This is an optimization exercise on Yosys and OpenROAD, whose aim is small area, not a production implementation. Only simulation tests tie the RTL to the original design; equivalence was not proved.

== try-onyx ==
==> flow/design.v (excerpt) <==
module FIR_pipeline #(
   parameter N_taps = 33
)(
   input  clk,
   input  reset_n,
   input  [23:0] data_in,
   output [23:0] data_out
);
   reg [23:0] h0;
   reg [23:0] h1;
   reg [23:0] h2;
   reg [23:0] h3;
   reg [23:0] h4;
   reg [23:0] h5;
   reg [23:0] h6;
   reg [23:0] h7;
   reg [23:0] h8;
   reg [23:0] h9;
   reg [23:0] h10;
   reg [23:0] h11;
   reg [23:0] h12;
   reg [23:0] h13;
   reg [23:0] h14;
   reg [23:0] h15;
   reg [23:0] h16;
   reg [23:0] h17;
   reg [23:0] h18;
   reg [23:0] h19;
   reg [23:0] h20;
   reg [23:0] h21;
   reg [23:0] h22;
   reg [23:0] h23;
   reg [23:0] h24;
   reg [23:0] h25;
   reg [23:0] h26;
   reg [23:0] h27;
   reg [23:0] h28;
   reg [23:0] h29;
   reg [23:0] h30;
   reg [23:0] h31;
   reg [23:0] h32;
   reg [23:0] out_a, out_b;
   reg out_c;
  wire s1, c2;
  fir_ha us1 (h0[0], h32[0], s1, c2);
  wire s3, c4;
  fir_fa us3 (h0[1], h32[1], c2, s3, c4);
  wire s5, c6;
  fir_fa us5 (h0[2], h32[2], c4, s5, c6);
  wire s7, c8;
  fir_fa us7 (h0[3], h32[3], c6, s7, c8);
  wire s9, c10;
  fir_fa us9 (h0[4], h32[4], c8, s9, c10);
  wire s11, c12;
  fir_fa us11 (h0[5], h32[5], c10, s11, c12);
  wire s13, c14;
  fir_fa us13 (h0[6], h32[6], c12, s13, c14);
  wire s15, c16;
  fir_fa us15 (h0[7], h32[7], c14, s15, c16);
  wire s17, c18;
  fir_fa us17 (h0[8], h32[8], c16, s17, c18);
  wire s19, c20;
  fir_fa us19 (h0[9], h32[9], c18, s19, c20);
  wire s21, c22;
  fir_fa us21 (h0[10], h32[10], c20, s21, c22);
  wire s23, c24;
  fir_fa us23 (h0[11], h32[11], c22, s23, c24);
  wire s25, c26;
  fir_ha us25 (h0[12], h32[12], s25, c26);
  wire s27, c28;
  fir_fa us27 (h0[13], h32[13], c26, s27, c28);
  wire s29, c30;
  fir_fa us29 (h0[14], h32[14], c28, s29, c30);
  wire s31, c32;
  fir_fa us31 (h0[15], h32[15], c30, s31, c32);
  wire s33, c34;
  fir_fa us33 (h0[16], h32[16], c32, s33, c34);
  wire s35, c36;
  ...
export LEC_CHECK = 0
export CAP_MARGIN = 20
export CORE_MARGIN = 2
export CORE_UTILIZATION = 60
export CTS_BUF_LIST = sky130_fd_sc_hd__clkbuf_16
export CTS_CLUSTER_DIAMETER = 100
export CTS_CLUSTER_SIZE = 25
export GPL_TIMING_DRIVEN = 0
export SLEW_MARGIN = 20
export SYNTH_HIERARCHICAL = 1
export SYNTH_MINIMUM_KEEP_SIZE = 0
export BUFFER_PORTS_ARGS = -buffer_cell sky130_fd_sc_hd__buf_2
export CTS_ARGS = -sink_clustering_enable -repair_clock_nets -dont_use_dummy_load -sink_clustering_size 25 -sink_clustering_max_diameter 100 -buf_list sky130_fd_sc_hd__clkbuf_16
create_clock -name core_clock -period 13.0 [get_ports {clk}]
standard.sh (not shown) runs the stock make flow with config.mk's settings and CLKGATE_MAP_FILE= SYNTH_SCRIPT=/design/flow/synth_recipe.tcl, a recipe that flattens the netlist after the stock synthesis.
==> flow/flow/run.sh <==
#!/bin/bash
set -euo pipefail
cat >> config.mk <<'EOT'
export BUFFER_PORTS_ARGS = -buffer_cell sky130_fd_sc_hd__buf_2
export CTS_ARGS = -sink_clustering_enable -repair_clock_nets -dont_use_dummy_load -sink_clustering_size 25 -sink_clustering_max_diameter 100 -buf_list sky130_fd_sc_hd__clkbuf_16
EOT
bash standard.sh > standard.log 2>&1
Relative to try-onyx, the following input files were edited for try-indigo:
- swapping 60 for 70 in CORE_UTILIZATION
Results
In the tables for try-onyx and try-indigo, wire length reported by the detailed router reads lower with try-indigo.
From try-onyx to try-indigo the numbers moved as follows: post-synthesis to final-layout area growth dropped 0.44 points.
--- input diff try-indigo..try-garnet ---
- changing CORE_UTILIZATION from 70 to 60
- changing BUFFER_PORTS_ARGS from -buffer_cell sky130_fd_sc_hd__buf_2 to -buffer_cell sky130_fd_sc_hd__buf_1
-- flow/flow/run.sh --
<<< try-indigo, line 4
export BUFFER_PORTS_ARGS = -buffer_cell sky130_fd_sc_hd__buf_2
>>> try-garnet, line 4
export BUFFER_PORTS_ARGS = -buffer_cell sky130_fd_sc_hd__buf_1
### Flow results
- try-garnet went all the way through synthesis, placement and routing and the layout is clean on timing, DRC and antenna.
- The flow did not stop early for try-indigo: all stages ran, and the layout cleared the timing, design-rule and antenna checks.
- Relative to try-indigo, the filler cell count in the final layout measured on try-garnet has increased by more than a quarter.
- Diff try-indigo -> try-garnet: initial core utilization lower; shortest period the worst path allows lower; via count of the first global-routing pass lower.
- Start point of the critical path = h15[0]: try-garnet; start point of the critical path = h25[12]: try-indigo
- Between try-garnet and try-indigo, it is try-garnet whose post-layout instance area is higher, by 0.81%.
- try-garnet against try-indigo: setup slack now sits higher; wire length moved up; cell count after placement went up 245.
- try-garnet against try-indigo; first-pass GRT wire length is up slightly.
### try-garnet -> try-lagoon
- CTS_ARGS: -sink_clustering_enable -repair_clock_nets -dont_use_dummy_load -sink_clustering_size 25 -sink_clustering_max_diameter 100 -buf_list sky130_fd_sc_hd__clkbuf_16 -> unset
- BUFFER_PORTS_ARGS: -buffer_cell sky130_fd_sc_hd__buf_1 -> unset
==> flow/run.sh (new file) <==
#!/bin/bash
# synth_recipe.tcl (not shown) runs the flow's synth.tcl, then flattens the netlist and writes it again
# the make line also repeats each setting of config.mk as NAME=value (left out here)
make -C /OpenROAD-flow-scripts/flow DESIGN_CONFIG=/design/flow/config.mk WORK_HOME=/design/flow/orfs CLKGATE_MAP_FILE= SYNTH_SCRIPT=/design/flow/synth_recipe.tcl finish
removed: flow/flow/run.sh
removed: flow/standard.sh
- Required time of the worst setup path (higher): try-lagoon
- Going from try-garnet to try-lagoon, routed wire length -about 0.6%, final worst-path setup slack ~0 delta.
### try-lagoon -> try-yarrow
- setting CTS_ARGS to -sink_clustering_enable -repair_clock_nets -dont_use_dummy_load -sink_clustering_size 25 -sink_clustering_max_diameter 100 -buf_list sky130_fd_sc_hd__clkbuf_16 for the first time
==> flow/flow/run.sh (new file) <==
#!/bin/bash
set -euo pipefail
cat >> config.mk <<'EOT'
export CTS_ARGS = -sink_clustering_enable -repair_clock_nets -dont_use_dummy_load -sink_clustering_size 25 -sink_clustering_max_diameter 100 -buf_list sky130_fd_sc_hd__clkbuf_16
EOT
bash standard.sh > standard.log 2>&1
==> flow/standard.sh (new file) <==
#!/bin/bash
# synth_recipe.tcl (not shown) runs the flow's synth.tcl, then flattens the netlist and writes it again
# the make line also repeats each setting of config.mk as NAME=value (left out here)
make -C /OpenROAD-flow-scripts/flow DESIGN_CONFIG=/design/flow/config.mk WORK_HOME=/design/flow/orfs CLKGATE_MAP_FILE= SYNTH_SCRIPT=/design/flow/synth_recipe.tcl "${@:-finish}"
removed: flow/run.sh
--- outcome ---
No stage failed in try-yarrow, and the final checks on the layout all came back clean. [compare] base=try-lagoon new=try-yarrow: length of routed wiring on met1 barely changed, tightest slew margin relative to the limit dropped 2.0 points. The synthesis-to-layout area growth in try-yarrow sits 0.40 points below the value recorded for try-lagoon. try-yarrow has final core utilization below what try-lagoon had. Looking at try-yarrow and try-lagoon, the first-pass GRT wire length is a wash.

## re-timing with driven ports
How much do the figures lean on ideal ports? The routed layouts below were timed once more, with nothing changed but the port constraints. Step 1, drivers: a clkbuf_16 drives clk and a buf_2 each remaining input, both assumed. Step 2 also shifts input and output timing later by t, the mid clock arrival at the registers, as if the neighbouring blocks saw the same clock. Slacks: ideal ports / drivers / drivers and shift; pairs: ideal ports / drivers.
run	shift t [ns]	setup slack, ns	worst register clock-pin slew, ns	worst slew at a driven data input, ns
try-onyx	0.720	0.537 / 0.537 / 0.537	0.11 / 0.11	0.05
try-indigo	0.739	0.452 / 0.452 / 0.452	0.11 / 0.11	0.05
try-garnet	0.738	0.516 / 0.516 / 0.516	0.11 / 0.11	0.05
try-lagoon	0.746	0.519 / 0.519 / 0.519	0.11 / 0.11	0.05
try-yarrow	0.713	0.543 / 0.543 / 0.543	0.11 / 0.11	0.05
After both steps setup and hold are still met in every run listed.
